This is an optimization exercise on Yosys and OpenROAD, whose aim is small area, not a production implementation. Function was checked by simulation only, so behaviour that the tests miss may differ from the original. Power figures rest on the tool's default switching activity, not on a simulated workload.

Design Dmac_Top, start of the top module:
module Dmac_Top (
    input  logic        clk,
    input  logic        rst,
    input  logic        write,
    input  logic        HSel,
    input  logic [1:0]  STrans,
    input  logic [31:0] HWData,
    input  logic [31:0] HAddr,
    input  logic [31:0] MRData,
    input  logic        HReady,
    input  logic [1:0]  M_HResp,
    output logic HReadyOut,
    output logic [1:0] S_HResp,
    input  logic [1:0]  DmacReq,      
    input  logic        Bus_Grant,   
    output logic [31:0] MAddress,
    output logic [31:0] MWData,
    output logic [3:0]  MBurst_Size,
    output logic        MWrite,
    output logic [1:0]  MTrans,
    output logic [3:0]  MWStrb,
    output logic        Bus_Req,
    output logic        Interrupt,
    output logic [1:0]  ReqAck
);
Size: about 3,400 cells after synthesis, about 1,300 flip-flops, ~190 I/O pins, roughly 50,000 µm² of cells after synthesis.
clock: 10.0 ns
lec_check: 0
cap_margin: 10
core_margin: 2
core_utilization: 60
place_density: 0.75
slew_margin: 10
standard.sh (not shown) runs the stock make flow with config.mk's settings and CLKGATE_MAP_FILE= SYNTH_SCRIPT=/design/flow/synth_recipe.tcl, a recipe that flattens the netlist after the stock synthesis.
==> flow/flow/run.sh <==
#!/bin/bash
# Layout: the standard flow with four changes:
#  - synthesis is the standard synthesis, except that ABC maps the logic with the
#    area-oriented script flow/abc_map.script (registers are mapped before ABC runs, so
#    they are the same as the standard synthesis's);
#  - the port buffers are buf_1 cells (every input and output port still gets one);
#  - the clock tree is built from clkbuf_4 over sink clusters of at most 10;
#  - the clock tree gets no dummy loads.
# Logs: synth.log and standard.log here, and ORFS's per-step logs under orfs/logs.
set -euo pipefail
rm -rf scripts_abc
cp -r "$FLOW_HOME/scripts" scripts_abc
cp flow/abc_map.script scripts_abc/abc_speed.script
bash standard.sh "SCRIPTS_DIR=$PWD/scripts_abc" synth > synth.log 2>&1
CTS="-sink_clustering_enable -repair_clock_nets -dont_use_dummy_load"
CTS="$CTS -buf_list {sky130_fd_sc_hd__clkbuf_4}"
CTS="$CTS -sink_clustering_size 10 -sink_clustering_max_diameter 40"
bash standard.sh "CTS_ARGS=$CTS" "BUFFER_PORTS_ARGS=-buffer_cell sky130_fd_sc_hd__buf_1" finish > standard.log 2>&1
==> flow/flow/abc_map.script <==
strash
dc2
dch -f
amap -F 3 -A 8
strash
dc2
dch -f
amap -F 3 -A 8
topo
Then changed:
--- a/flow/flow/run.sh
+++ b/flow/flow/run.sh
@@ -7 +7 @@
-#  - the clock tree is built from clkbuf_4 over sink clusters of at most 10;
+#  - the clock tree is built from clkbuf_8 over sink clusters of at most 16;
@@ -16,2 +16,2 @@
-CTS="$CTS -buf_list {sky130_fd_sc_hd__clkbuf_4}"
-CTS="$CTS -sink_clustering_size 10 -sink_clustering_max_diameter 40"
+CTS="$CTS -buf_list {sky130_fd_sc_hd__clkbuf_8}"
+CTS="$CTS -sink_clustering_size 16 -sink_clustering_max_diameter 50"
CAP_MARGIN = 0   (was 10)
SLEW_MARGIN = 0   (was 10)
First-iteration DRC count went up by 7.6%.
Synthesized cell count does not change.
Non-clock buffer count does not change.
Worst setup slack is better by 0.11 ns.
Power went up by 2.3%.
Critical path depth went up by 1.
Global-route usage went down by 0.39 points.
Final area went up by 0.63%.
Then changed:
--- a/flow/flow/run.sh
+++ b/flow/flow/run.sh
@@ -7 +7 @@
-#  - the clock tree is built from clkbuf_8 over sink clusters of at most 16;
+#  - the clock tree is built from clkbuf_4 over sink clusters of at most 10;
@@ -16,2 +16,2 @@
-CTS="$CTS -buf_list {sky130_fd_sc_hd__clkbuf_8}"
-CTS="$CTS -sink_clustering_size 16 -sink_clustering_max_diameter 50"
+CTS="$CTS -buf_list {sky130_fd_sc_hd__clkbuf_4}"
+CTS="$CTS -sink_clustering_size 10 -sink_clustering_max_diameter 40"
CAP_MARGIN = 20   (was 0)
CORE_UTILIZATION = 70   (was 60)
PLACE_DENSITY = 0.85   (was 0.75)
SLEW_MARGIN = 20   (was 0)
Effect: Wire length is higher by about 1.8%; setup slack got worse by 0.091 ns; design area decreases by 1.0%; sequential share of layout area went up by 0.70 points; total power decreases by 2.2%; cell count came out lower by 1.9%; first-iteration DRC count rose by about 14%; via count went up by about 3.5%; die area went down by about 14%; count of clock-buffer cells in the layout grows by 46.
Then changed:
--- a/flow/flow/run.sh
+++ b/flow/flow/run.sh
@@ -2 +2 @@
-# Layout: the standard flow with four changes:
+# Layout: the standard flow with these changes:
@@ -4 +4,2 @@
-#    area-oriented script flow/abc_map.script (registers are mapped before ABC runs, so
+#    area-oriented script flow/abc_map.script and adders are left to ABC rather than
+#    mapped to full/half-adder cells first (registers are mapped before ABC runs, so
@@ -14 +15 @@
-bash standard.sh "SCRIPTS_DIR=$PWD/scripts_abc" synth > synth.log 2>&1
+bash standard.sh "SCRIPTS_DIR=$PWD/scripts_abc" "ADDER_MAP_FILE=" synth > synth.log 2>&1
CAP_MARGIN = 10   (was 20)
CORE_UTILIZATION = 60   (was 70)
PLACE_DENSITY = 0.75   (was 0.85)
SLEW_MARGIN = 10   (was 20)
Sequential share of layout area fell by 1.1 points.
Wire length shrinks slightly.
First-iteration DRC count is lower by about a fifth.
Total power climbs by about a fifth.
Flip-flop and latch count does not change.

* * *

run A:
Dmac_Top, a different RTL version from the one above (not shown whole).
Size in the first run: roughly 190 I/O pins, roughly 0.048 mm^2 of cells after synthesis.
// Dmac_Top
module Dmac_Top (
    input  logic        clk,
    input  logic        rst,
    input  logic        write,
    input  logic        HSel,
    input  logic [1:0]  STrans,
    input  logic [31:0] HWData,
    input  logic [31:0] HAddr,
    input  logic [31:0] MRData,
    input  logic        HReady,
    input  logic [1:0]  M_HResp,
    output logic HReadyOut,
    output logic [1:0] S_HResp,
    input  logic [1:0]  DmacReq,      
    input  logic        Bus_Grant,   
    output logic [31:0] MAddress,
    output logic [31:0] MWData,
    output logic [3:0]  MBurst_Size,
    output logic        MWrite,
    output logic [1:0]  MTrans,
    output logic [3:0]  MWStrb,
    output logic        Bus_Req,
    output logic        Interrupt,
    output logic [1:0]  ReqAck
);
export LEC_CHECK = 0
export CAP_MARGIN = 10
export CORE_MARGIN = 2
export CORE_UTILIZATION = 55
export PLACE_DENSITY = 0.65
export SLEW_MARGIN = 10
create_clock -name core_clock -period 10.0 [get_ports {clk}]
==> flow/flow/run.sh <==
#!/bin/bash
# Layout: the standard flow with these changes:
#  - synthesis is the standard synthesis, except that ABC maps the logic with the
#    area-oriented script flow/abc_map.script and adders are left to ABC rather than
#    mapped to full/half-adder cells first (registers are mapped before ABC runs, so
#    they are the same as the standard synthesis's);
#  - the port buffers are buf_1 cells (every input and output port still gets one);
#  - the clock tree is built from clkbuf_4 over sink clusters of at most 10;
#  - the clock tree gets no dummy loads.
# Logs: synth.log and standard.log here, and ORFS's per-step logs under orfs/logs.
set -euo pipefail
rm -rf scripts_abc
cp -r "$FLOW_HOME/scripts" scripts_abc
cp flow/abc_map.script scripts_abc/abc_speed.script
bash standard.sh "SCRIPTS_DIR=$PWD/scripts_abc" "ADDER_MAP_FILE=" synth > synth.log 2>&1
CTS="-sink_clustering_enable -repair_clock_nets -dont_use_dummy_load"
CTS="$CTS -buf_list {sky130_fd_sc_hd__clkbuf_4}"
CTS="$CTS -sink_clustering_size 10 -sink_clustering_max_diameter 40"
bash standard.sh "CTS_ARGS=$CTS" "BUFFER_PORTS_ARGS=-buffer_cell sky130_fd_sc_hd__buf_1" finish > standard.log 2>&1
Scripts as last shown in full above: flow/flow/abc_map.script
## Diff of input files: run B against run A
# run A
export LEC_CHECK = 0
export CAP_MARGIN = 10
export CORE_MARGIN = 2
export CORE_UTILIZATION = 55
export PLACE_DENSITY = 0.65
export SLEW_MARGIN = 10
create_clock -name core_clock -period 10.0 [get_ports {clk}]
# run B
export LEC_CHECK = 0
export CAP_MARGIN = 10
export CORE_MARGIN = 2
export CORE_UTILIZATION = 60
export PLACE_DENSITY = 0.75
export SLEW_MARGIN = 10
create_clock -name core_clock -period 10.0 [get_ports {clk}]
Findings:
- The lower largest fanout of any net on the critical path came out of run A.
- Taking run A as the reference point, the count of clock-buffer cells in the layout of run B falls by 7.
- In run B the total number of placement rows turned out about 4.6% lower than in run A.
- Run B vs run A: number of standard cells in the final layout excluding fillers down slightly
- Run A completed every stage of the flow, and the final layout passed the timing, DRC and antenna checks.
- Run B | status: complete | timing, DRC, antenna: pass
- On height of the die: between run B and run A, it ends up lower for run B.
- Delta (run B minus run A): combined area of the multi-input logic cells shows no meaningful change; final total power shows a reduction of 0.064 mW.
Input changes introduced in run C (baseline for comparison: run B):
# run B
export LEC_CHECK = 0
export CAP_MARGIN = 10
export CORE_MARGIN = 2
export CORE_UTILIZATION = 60
export PLACE_DENSITY = 0.75
export SLEW_MARGIN = 10
create_clock -name core_clock -period 10.0 [get_ports {clk}]
# run C
export LEC_CHECK = 0
export CAP_MARGIN = 10
export CORE_MARGIN = 2
export CORE_UTILIZATION = 66
export PLACE_DENSITY = 0.8
export SLEW_MARGIN = 10
create_clock -name core_clock -period 10.0 [get_ports {clk}]
[summary]
Looking at wire length of the first global-routing pass across run B and run C, the one that comes out higher is run B. Going from run B to run C, non-clock buffer count in the final layout shrank by about 1.2%, total instance count after detailed placement now sits lower. Number of clock buffers inserted by TritonCTS was higher in the run labelled run B. met5 as the uppermost signal routing layer after detailed routing was reported by run C, and met4 by run B. Summary of run C over run B: relative contribution of the clock network to total power has decreased, routed via count now sits higher, pin count of the biggest net entering global routing has decreased, final clock period utilization by the worst path down 3.0 points. When run C is set beside run B, its actual slew at the worst max-slew pin turns out to be 0.0052 ns larger. Between run B and run C, final critical path time including I/O delays and setup is higher for run B, run C comes in under that.

* * *

RTL: one of the versions met above, not the one the previous note started from.
For scale: roughly 3,400 cells after synthesis, roughly 1,300 flip-flops, ~190 I/O pins, roughly 0.050 mm² of cells after synthesis.
==> flow/config.mk <==
export PLATFORM = sky130hd
export DESIGN_NAME = Dmac_Top
export DESIGN_NICKNAME = Dmac_Top
export VERILOG_FILES = /design/flow/design.v
export SDC_FILE = /design/flow/constraint.sdc
export NUM_CORES = 4
export LEC_CHECK = 0
export CAP_MARGIN = 10
export CORE_MARGIN = 2
export CORE_UTILIZATION = 60
export PLACE_DENSITY = 0.75
export SLEW_MARGIN = 10
==> flow/constraint.sdc <==
create_clock -name core_clock -period 10.0 [get_ports {clk}]
set_input_delay 2.0000 -clock core_clock [delete_from_list [all_inputs] [get_ports {clk}]]
set_output_delay 2.0000 -clock core_clock [all_outputs]
set_load 0.01 [all_outputs]
==> flow/flow/run.sh <==
#!/bin/bash
# Layout: the standard flow with four changes:
#  - synthesis is the standard synthesis, except that ABC maps the logic with the
#    area-oriented script flow/abc_map.script (registers are mapped before ABC runs, so
#    they are the same as the standard synthesis's);
#  - the port buffers are buf_1 cells (every input and output port still gets one);
#  - the clock tree is built from clkbuf_8 over sink clusters of at most 16;
#  - the clock tree gets no dummy loads.
# Logs: synth.log and standard.log here, and ORFS's per-step logs under orfs/logs.
set -euo pipefail
rm -rf scripts_abc
cp -r "$FLOW_HOME/scripts" scripts_abc
cp flow/abc_map.script scripts_abc/abc_speed.script
bash standard.sh "SCRIPTS_DIR=$PWD/scripts_abc" synth > synth.log 2>&1
CTS="-sink_clustering_enable -repair_clock_nets -dont_use_dummy_load"
CTS="$CTS -buf_list {sky130_fd_sc_hd__clkbuf_8}"
CTS="$CTS -sink_clustering_size 16 -sink_clustering_max_diameter 50"
bash standard.sh "CTS_ARGS=$CTS" "BUFFER_PORTS_ARGS=-buffer_cell sky130_fd_sc_hd__buf_1" finish > standard.log 2>&1
Scripts as last shown in full above: flow/flow/abc_map.script
Next try:
==> flow/flow/run.sh (replaced) <==
#!/bin/bash
# Layout: the standard flow (standard synthesis unchanged) with three changes:
#  - the port buffers are buf_1 cells (every input and output port still gets one);
#  - the clock tree is built from clkbuf_8/clkbuf_16 over larger sink clusters;
#  - the clock tree gets no dummy loads.
# Logs: standard.log here, and ORFS's per-step logs under orfs/logs.
set -euo pipefail
CTS="-sink_clustering_enable -repair_clock_nets -dont_use_dummy_load"
CTS="$CTS -buf_list {sky130_fd_sc_hd__clkbuf_8 sky130_fd_sc_hd__clkbuf_16}"
CTS="$CTS -sink_clustering_size 24 -sink_clustering_max_diameter 60"
bash standard.sh "CTS_ARGS=$CTS" "BUFFER_PORTS_ARGS=-buffer_cell sky130_fd_sc_hd__buf_1" finish > standard.log 2>&1
removed: flow/flow/abc_map.script
Result:
- power is lower by roughly a tenth
- wire length is higher by about a fifth
- synthesized area is higher by a little under a tenth
- sequential cell count stays the same

* * *

## harbor
Dmac_Top again, from the RTL that the note above started with.
## Dmac_Top
module Dmac_Top (
    input  logic        clk,
    input  logic        rst,
    input  logic        write,
    input  logic        HSel,
    input  logic [1:0]  STrans,
    input  logic [31:0] HWData,
    input  logic [31:0] HAddr,
    input  logic [31:0] MRData,
    input  logic        HReady,
    input  logic [1:0]  M_HResp,
    output logic HReadyOut,
    output logic [1:0] S_HResp,
    input  logic [1:0]  DmacReq,      
    input  logic        Bus_Grant,   
    output logic [31:0] MAddress,
    output logic [31:0] MWData,
    output logic [3:0]  MBurst_Size,
    output logic        MWrite,
    output logic [1:0]  MTrans,
    output logic [3:0]  MWStrb,
    output logic        Bus_Req,
    output logic        Interrupt,
    output logic [1:0]  ReqAck
);
clock: 10.0 ns
lec_check: 0
cap_margin: 20
core_margin: 2
core_utilization: 65
gpl_timing_driven: 0
place_density: 0.8
slew_margin: 20
==> flow/flow/run.sh <==
#!/bin/bash
# Layout: the standard flow with four changes:
#  - synthesis is the standard synthesis, except that ABC maps the logic with the
#    area-oriented script flow/abc_map.script (registers are mapped before ABC runs, so
#    they are the same as the standard synthesis's);
#  - the port buffers are buf_1 cells (every input and output port still gets one);
#  - the clock tree is built from clkbuf_8 over sink clusters of at most 16;
#  - the clock tree gets no dummy loads.
# Logs: synth.log and standard.log here, and ORFS's per-step logs under orfs/logs.
set -euo pipefail
rm -rf scripts_abc
cp -r "$FLOW_HOME/scripts" scripts_abc
cp flow/abc_map.script scripts_abc/abc_speed.script
bash standard.sh "SCRIPTS_DIR=$PWD/scripts_abc" synth > synth.log 2>&1
CTS="-sink_clustering_enable -repair_clock_nets -dont_use_dummy_load"
CTS="$CTS -buf_list {sky130_fd_sc_hd__clkbuf_8}"
CTS="$CTS -sink_clustering_size 16 -sink_clustering_max_diameter 50"
bash standard.sh "CTS_ARGS=$CTS" "BUFFER_PORTS_ARGS=-buffer_cell sky130_fd_sc_hd__buf_1" finish > standard.log 2>&1
==> flow/flow/abc_map.script <==
strash
dc2
dch -f
amap -F 3 -A 8
strash
dc2
dch -f
amap -F 3 -A 8
topo
Relative to harbor, the following input files were edited for maple:
# harbor
export LEC_CHECK = 0
export CAP_MARGIN = 20
export CORE_MARGIN = 2
export CORE_UTILIZATION = 65
export GPL_TIMING_DRIVEN = 0
export PLACE_DENSITY = 0.8
export SLEW_MARGIN = 20
create_clock -name core_clock -period 10.0 [get_ports {clk}]
# maple
export LEC_CHECK = 0
export CAP_MARGIN = 10
export CORE_MARGIN = 2
export CORE_UTILIZATION = 60
export PLACE_DENSITY = 0.75
export SLEW_MARGIN = 10
create_clock -name core_clock -period 10.0 [get_ports {clk}]
-- flow/flow/run.sh --
<<< harbor, line 7
#  - the clock tree is built from clkbuf_8 over sink clusters of at most 16;
#  - the clock tree gets no dummy loads.
>>> maple, line 7
#  - the clock tree is built from clkbuf_4 over sink clusters of at most 10;
#  - the clock tree gets no dummy loads;
#  - after global routing, gates off the critical paths are downsized (RECOVER_POWER).
<<< harbor, line 16
CTS="$CTS -buf_list {sky130_fd_sc_hd__clkbuf_8}"
CTS="$CTS -sink_clustering_size 16 -sink_clustering_max_diameter 50"
bash standard.sh "CTS_ARGS=$CTS" "BUFFER_PORTS_ARGS=-buffer_cell sky130_fd_sc_hd__buf_1" finish > standard.log 2>&1
>>> maple, line 17
CTS="$CTS -buf_list {sky130_fd_sc_hd__clkbuf_4}"
CTS="$CTS -sink_clustering_size 10 -sink_clustering_max_diameter 40"
bash standard.sh "CTS_ARGS=$CTS" "BUFFER_PORTS_ARGS=-buffer_cell sky130_fd_sc_hd__buf_1" RECOVER_POWER=100 finish > standard.log 2>&1
Findings:
harbor completed; timing, DRC and antenna clean
What the final checks of maple revealed, after a flow that finished every stage, was a layout that fails on capacitance limit, slew limit.
Logic gate share of total power: maple and harbor compared, lower one is maple
Comparing maple and harbor, area added between synthesis and finish is lower on maple.
Power density relative to cell area: maple vs harbor up about 1.1%
Input changes introduced in yarrow (baseline for comparison: maple):
# maple
export LEC_CHECK = 0
export CAP_MARGIN = 10
export CORE_MARGIN = 2
export CORE_UTILIZATION = 60
export PLACE_DENSITY = 0.75
export SLEW_MARGIN = 10
create_clock -name core_clock -period 10.0 [get_ports {clk}]
# yarrow
export LEC_CHECK = 0
export CAP_MARGIN = 10
export CORE_MARGIN = 2
export CORE_UTILIZATION = 55
export CTS_BUF_LIST = sky130_fd_sc_hd__clkbuf_8 sky130_fd_sc_hd__clkbuf_16
export CTS_CLUSTER_DIAMETER = 80
export CTS_CLUSTER_SIZE = 30
export PLACE_DENSITY = 0.7
export SLEW_MARGIN = 10
create_clock -name core_clock -period 10.0 [get_ports {clk}]
==> flow/run.sh (new file) <==
#!/bin/bash
# synth_recipe.tcl (not shown) runs the flow's synth.tcl, then flattens the netlist and writes it again
# the make line also repeats each setting of config.mk as NAME=value (left out here)
make -C /OpenROAD-flow-scripts/flow DESIGN_CONFIG=/design/flow/config.mk WORK_HOME=/design/flow/orfs CLKGATE_MAP_FILE= SYNTH_SCRIPT=/design/flow/synth_recipe.tcl finish
removed: flow/flow/run.sh
removed: flow/flow/abc_map.script
removed: flow/standard.sh
### Flow results
- maple -> stages 100% | layout checks FAIL | capacitance limit, slew limit
- yarrow closes out successfully: all stages finished, all timing, DRC and antenna checks passed.
- Any difference in register area between maple and yarrow is small enough to ignore.
- [compare] base=maple new=yarrow: cell area after synthesis moved up, total area of multi-input combinational cells moved up.

re-timing with driven ports:
No port has a modelled driver above. Below, the same layouts with a new extraction and two added sets of constraints.
Step 1 (the two cells are an assumption about what drives the block):
set clk [get_ports {clk}]
set_driving_cell -lib_cell sky130_fd_sc_hd__clkbuf_16 $clk
set_driving_cell -lib_cell sky130_fd_sc_hd__buf_2 [delete_from_list [all_inputs] $clk]
Step 2 adds t to the input delays and takes it off the output delays; t is the mean of the earliest and latest rising clock arrival at the registers after step 1. Input paths then give back, and output paths get back, about the clock's delay inside the block.
a / b / c = ideal ports / drivers / drivers and shift; a / b = the first two.
| run | t (ns) | setup slack, ns | latest minus earliest clock arrival (ns) | pins driven straight from the clock port |
|---|---|---|---|---|
| the first run of note 1 | 1.079 | 0.471 / 0.448 / 0.448 | 0.201 / 0.201 | 1 |
| the second run of note 1 | 0.793 | 0.581 / 0.558 / 0.460 | 0.137 / 0.137 | 1 |
| the third run of note 1 | 1.053 | 0.490 / 0.468 / 0.468 | 0.160 / 0.160 | 1 |
| the fourth run of note 1 | 1.127 | 0.696 / 0.634 / -0.262 | 0.178 / 0.178 | 1 |
| run A | 1.143 | 0.685 / 0.618 / -0.263 | 0.134 / 0.134 | 1 |
| run B | 1.067 | 0.362 / 0.298 / -0.228 | 0.131 / 0.131 | 1 |
| run C | 1.067 | 0.660 / 0.596 / -0.273 | 0.139 / 0.139 | 1 |
| the first run of note 3 | 0.793 | 0.581 / 0.558 / 0.460 | 0.137 / 0.137 | 1 |
| the second run of note 3 | 0.739 | 1.374 / 1.296 / 1.296 | 0.076 / 0.076 | 1 |
| harbor | 0.813 | 0.193 / 0.172 / -0.032 | 0.119 / 0.118 | 1 |
| maple | 1.085 | 0.399 / 0.375 / -0.467 | 0.215 / 0.215 | 1 |
| yarrow | 0.795 | 1.285 / 1.258 / 1.258 | 0.063 / 0.064 | 1 |
The setup slack of the fourth run of note 1, which loses most, moves by -0.062 ns with the drivers and by -0.958 ns with both steps.
